This design comes from an exercise in tuning for small area on the open sky130 flow, not from production work.
Function was checked by simulation only, so behaviour that the tests miss may differ from the original.
Power is estimated from default activity; no workload was simulated.

Design BRANCH_PREDICTOR, start of the top module:
module BRANCH_PREDICTOR
    #(parameter DELAY = 7)
    (input clk,
    input reset,
    input stall,
    input [31:0] if_pc,
    input [31:0] if_instr,
    input [31:0] id_pc,
    input [31:0] alt_address,
    input is_link,
    input is_branch,
    input is_taken,
    output reg take,
    output reg flush,
    output [31:0] alt_pc);
    integer i;
    wire adv = ~stall;
    reg clr;
    always @(posedge clk or negedge reset)
        if (!reset) clr <= 1'b1;
        else        clr <= 1'b0;
    wire nclr  = ~clr;
    reg  [6:0] va;
    always @(posedge clk or negedge reset)
        if (!reset)   va <= 7'd0;
        else if (adv) va <= {1'b1, va[6:1]};
    wire v0 = va[0];
    reg  [41:0] ipc;
    always @(posedge clk)
        if (adv) ipc <= {if_pc[7:2], ipc[41:6]};
    wire [5:0] u_idx = ipc[5:0] & {6{v0}};
    reg  [14:0] ghr;
    reg  [6:0]  gbr;
    always @(posedge clk or negedge reset) begin
        if (!reset) begin
            ghr <= 15'd0;
            gbr <= 7'd0;
        end
        else if (adv) begin
            if (is_branch) ghr <= {is_taken, ghr[14:1]};
            gbr <= {is_branch, gbr[6:1]};
        end
    end
    wire [2:0] gnb = gbr[0] + gbr[1] + gbr[2] + gbr[3] + gbr[4] + gbr[5] + gbr[6];
    wire [14:0] gsh = ghr >> (3'd7 - gnb);
    wire [7:0] ghist = ghr[14:7];
    wire [7:0] gu    = gsh[7:0];
    reg  [255:0] GA, GB;
    wire g_pred = GA[ghist] & nclr;
    wire ga_u   = GA[gu] & nclr;
    wire gb_u   = GB[gu] & nclr;
    wire gna    = (ga_u & gb_u) | (ga_u & is_taken) | (gb_u & is_taken);
    wire gnb_   = (ga_u & ~gb_u) | (ga_u & is_taken) | (~gb_u & is_taken);
    wire [255:0] gdec = (adv & is_branch) ? (256'd1 << gu) : 256'd0;
    wire [255:0] gen  = gdec | {256{clr}};
    always @(posedge clk)
        for (i = 0; i < 256; i = i + 1)
            if (gen[i]) begin
                GA[i] <= gna;
                GB[i] <= gnb_ & (nclr | ((i == 0) & gdec[0]));
            end
    reg  [511:0] LH;                       
    wire [7:0] lh_rd = LH[if_pc[7:2] * 8 +: 8] & {8{nclr}};
    reg  [55:0] lpp;                       
    always @(posedge clk)
        if (adv) lpp <= {lh_rd, lpp[55:8]};
    wire [7:0] lu = lpp[7:0] & {8{v0}};
    wire [7:0] lh_new = {is_taken, lu[7:1]};
    wire [63:0] ldec = (adv & is_branch) ? (64'd1 << u_idx) : 64'd0;
  ...
Size: about 11000 cells after synthesis, roughly 4200 flip-flops, about 170 I/O pins.
export LEC_CHECK = 0
export CAP_MARGIN = 20
export CORE_MARGIN = 2
export CORE_UTILIZATION = 50
export PLACE_DENSITY = 0.6
export SLEW_MARGIN = 20
create_clock -name core_clock -period 12.0 [get_ports {clk}]
standard.sh (not shown) runs the stock make flow with config.mk's settings and CLKGATE_MAP_FILE= SYNTH_SCRIPT=/design/flow/synth_recipe.tcl, a recipe that flattens the netlist after the stock synthesis.
==> flow/flow/run.sh <==
#!/bin/bash
# The standard layout (standard.sh, unchanged synthesis and steps), with one
# change in clock tree synthesis: no dummy loads, and larger sink clusters.
# make's full output goes to standard.log in this folder; ORFS keeps each
# step's own log under orfs/logs.
set -euo pipefail
export CTS_ARGS="-sink_clustering_enable -repair_clock_nets -dont_use_dummy_load -buf_list sky130_fd_sc_hd__clkbuf_16 -sink_clustering_size 28 -sink_clustering_max_diameter 60"
bash standard.sh > standard.log 2>&1
Rerun with:
--- a/flow/design.v
+++ b/flow/design.v
@@ -44,75 +44,77 @@
     wire [2:0] gnb = gbr[0] + gbr[1] + gbr[2] + gbr[3] + gbr[4] + gbr[5] + gbr[6];
     wire [14:0] gsh = ghr >> (3'd7 - gnb);
     wire [7:0] ghist = ghr[14:7];
     wire [7:0] gu    = gsh[7:0];
     reg  [255:0] GA, GB;
     wire g_pred = GA[ghist] & nclr;
     wire ga_u   = GA[gu] & nclr;
     wire gb_u   = GB[gu] & nclr;
     wire gna    = (ga_u & gb_u) | (ga_u & is_taken) | (gb_u & is_taken);
     wire gnb_   = (ga_u & ~gb_u) | (ga_u & is_taken) | (~gb_u & is_taken);
-    wire [255:0] gdec = (adv & is_branch) ? (256'd1 << gu) : 256'd0;
-    wire [255:0] gen  = gdec | {256{clr}};
+    wire [15:0] ghi = ((adv & is_branch) ? (16'd1 << gu[7:4]) : 16'd0) | {16{clr}};
+    wire [15:0] glo = (16'd1 << gu[3:0]) | {16{clr}};
+    wire        gw0 = adv & is_branch & (gu == 8'd0);
     always @(posedge clk)
         for (i = 0; i < 256; i = i + 1)
-            if (gen[i]) begin
+            if (ghi[i / 16] & glo[i % 16]) begin
                 GA[i] <= gna;
-                GB[i] <= gnb_ & (nclr | ((i == 0) & gdec[0]));
+                GB[i] <= gnb_ & (nclr | ((i == 0) & gw0));
             end
     reg  [511:0] LH;                       
     wire [7:0] lh_rd = LH[if_pc[7:2] * 8 +: 8] & {8{nclr}};
     reg  [55:0] lpp;                       
     always @(posedge clk)
         if (adv) lpp <= {lh_rd, lpp[55:8]};
     wire [7:0] lu = lpp[7:0] & {8{v0}};
     wire [7:0] lh_new = {is_taken, lu[7:1]};
-    wire [63:0] ldec = (adv & is_branch) ? (64'd1 << u_idx) : 64'd0;
-    wire [63:0] lhen = ldec | {64{clr}};
+    wire [7:0] ulo = (8'd1 << u_idx[2:0]) | {8{clr}};
+    wire [7:0] lhi = ((adv & is_branch) ? (8'd1 << u_idx[5:3]) : 8'd0) | {8{clr}};
+    wire       lw0 = adv & is_branch & (u_idx == 6'd0);
     always @(posedge clk)
         for (i = 0; i < 64; i = i + 1)
-            if (lhen[i]) LH[i*8 +: 8] <= {lh_new[7] & (nclr | ((i == 0) & ldec[0])), lh_new[6:0]};
+            if (lhi[i / 8] & ulo[i % 8]) LH[i*8 +: 8] <= {lh_new[7] & (nclr | ((i == 0) & lw0)), lh_new[6:0]};
     reg  [255:0] LA, LB;
     wire l_pred = LA[lh_rd] & nclr;
     wire la_u   = LA[lu] & nclr;
     wire lb_u   = LB[lu] & nclr;
     wire lna    = (la_u & lb_u) | (la_u & is_taken) | (lb_u & is_taken);
     wire lnb    = (la_u & ~lb_u) | (la_u & is_taken) | (~lb_u & is_taken);
-    wire [255:0] ltdec = (adv & is_branch) ? (256'd1 << lu) : 256'd0;
-    wire [255:0] lten  = ltdec | {256{clr}};
+    wire [15:0] lthi = ((adv & is_branch) ? (16'd1 << lu[7:4]) : 16'd0) | {16{clr}};
+    wire [15:0] ltlo = (16'd1 << lu[3:0]) | {16{clr}};
+    wire        ltw0 = adv & is_branch & (lu == 8'd0);
     always @(posedge clk)
         for (i = 0; i < 256; i = i + 1)
-            if (lten[i]) begin
+            if (lthi[i / 16] & ltlo[i % 16]) begin
                 LA[i] <= lna;
-                LB[i] <= lnb & (nclr | ((i == 0) & ltdec[0]));
+                LB[i] <= lnb & (nclr | ((i == 0) & ltw0));
             end
     reg  [6:0] pg, pl;
     always @(posedge clk)
         if (adv) begin
             pg <= {g_pred, pg[6:1]};
             pl <= {l_pred, pl[6:1]};
         end
     wire pg0 = pg[0] & v0;
     wire pl0 = pl[0] & v0;
     reg  [63:0] MA, MB;
     wire m_sel  = MA[if_pc[7:2]] & nclr;
     wire meta_pred = m_sel ? g_pred : l_pred;
     wire m_up   = is_taken ? pg0 : pl0;
     wire ma_u   = MA[u_idx] & nclr;
     wire mb_u   = MB[u_idx] & nclr;
     wire mna    = (ma_u & mb_u) | (ma_u & m_up) | (mb_u & m_up);
     wire mnb    = (ma_u & ~mb_u) | (ma_u & m_up) | (~mb_u & m_up);
-    wire [63:0] mdec = (adv & is_branch & (pg0 ^ pl0)) ? (64'd1 << u_idx) : 64'd0;
-    wire [63:0] men  = mdec | {64{clr}};
+    wire [7:0] mhi = ((adv & is_branch & (pg0 ^ pl0)) ? (8'd1 << u_idx[5:3]) : 8'd0) | {8{clr}};
     always @(posedge clk)
         for (i = 0; i < 64; i = i + 1)
-            if (men[i]) begin
+            if (mhi[i / 8] & ulo[i % 8]) begin
                 MA[i] <= mna;
                 MB[i] <= mnb;
             end
     reg  [15:0] lru;
     reg  [15:0] bv1, bv0;
     reg  [57:0] W1 [0:15];
     reg  [57:0] W0 [0:15];
     wire [3:0]  b_if = if_pc[5:2];
     wire [3:0]  b_up = u_idx[3:0];
     wire        lru_u = lru[b_up];
=> Power is lower by a few percent; setup slack loses 320 ps; cell area is about the same; combinational power is lower by a few percent; first-iteration DRC count is higher by a few percent.

afterwards: timing with drivers on the ports:
No port has a modelled driver above. Below, the same layouts with a new extraction and two added sets of constraints. Step 1: set_driving_cell puts a clkbuf_16 on clk and a buf_2 on each other input, an assumption about the parent block. Step 2 times the ports against the registers' clock, not the clock port: input delays grow and output delays shrink by t, the midpoint of the rising clock arrivals with the driver on. Slacks: ideal / step 1 / step 2; pairs: ideal / step 1.
run	t (ns)	setup slack, ns	worst setup path at the end	pins driven straight from the clock port
the first run	1.018	2.865 / 2.947 / 1.929	input to register	1
the second run	1.038	2.549 / 2.597 / 1.558	input to register	1
After both steps every run listed still meets setup and hold. The setup slack of the second run, which loses most, moves by +0.048 ns with the drivers and by -0.991 ns with both steps.
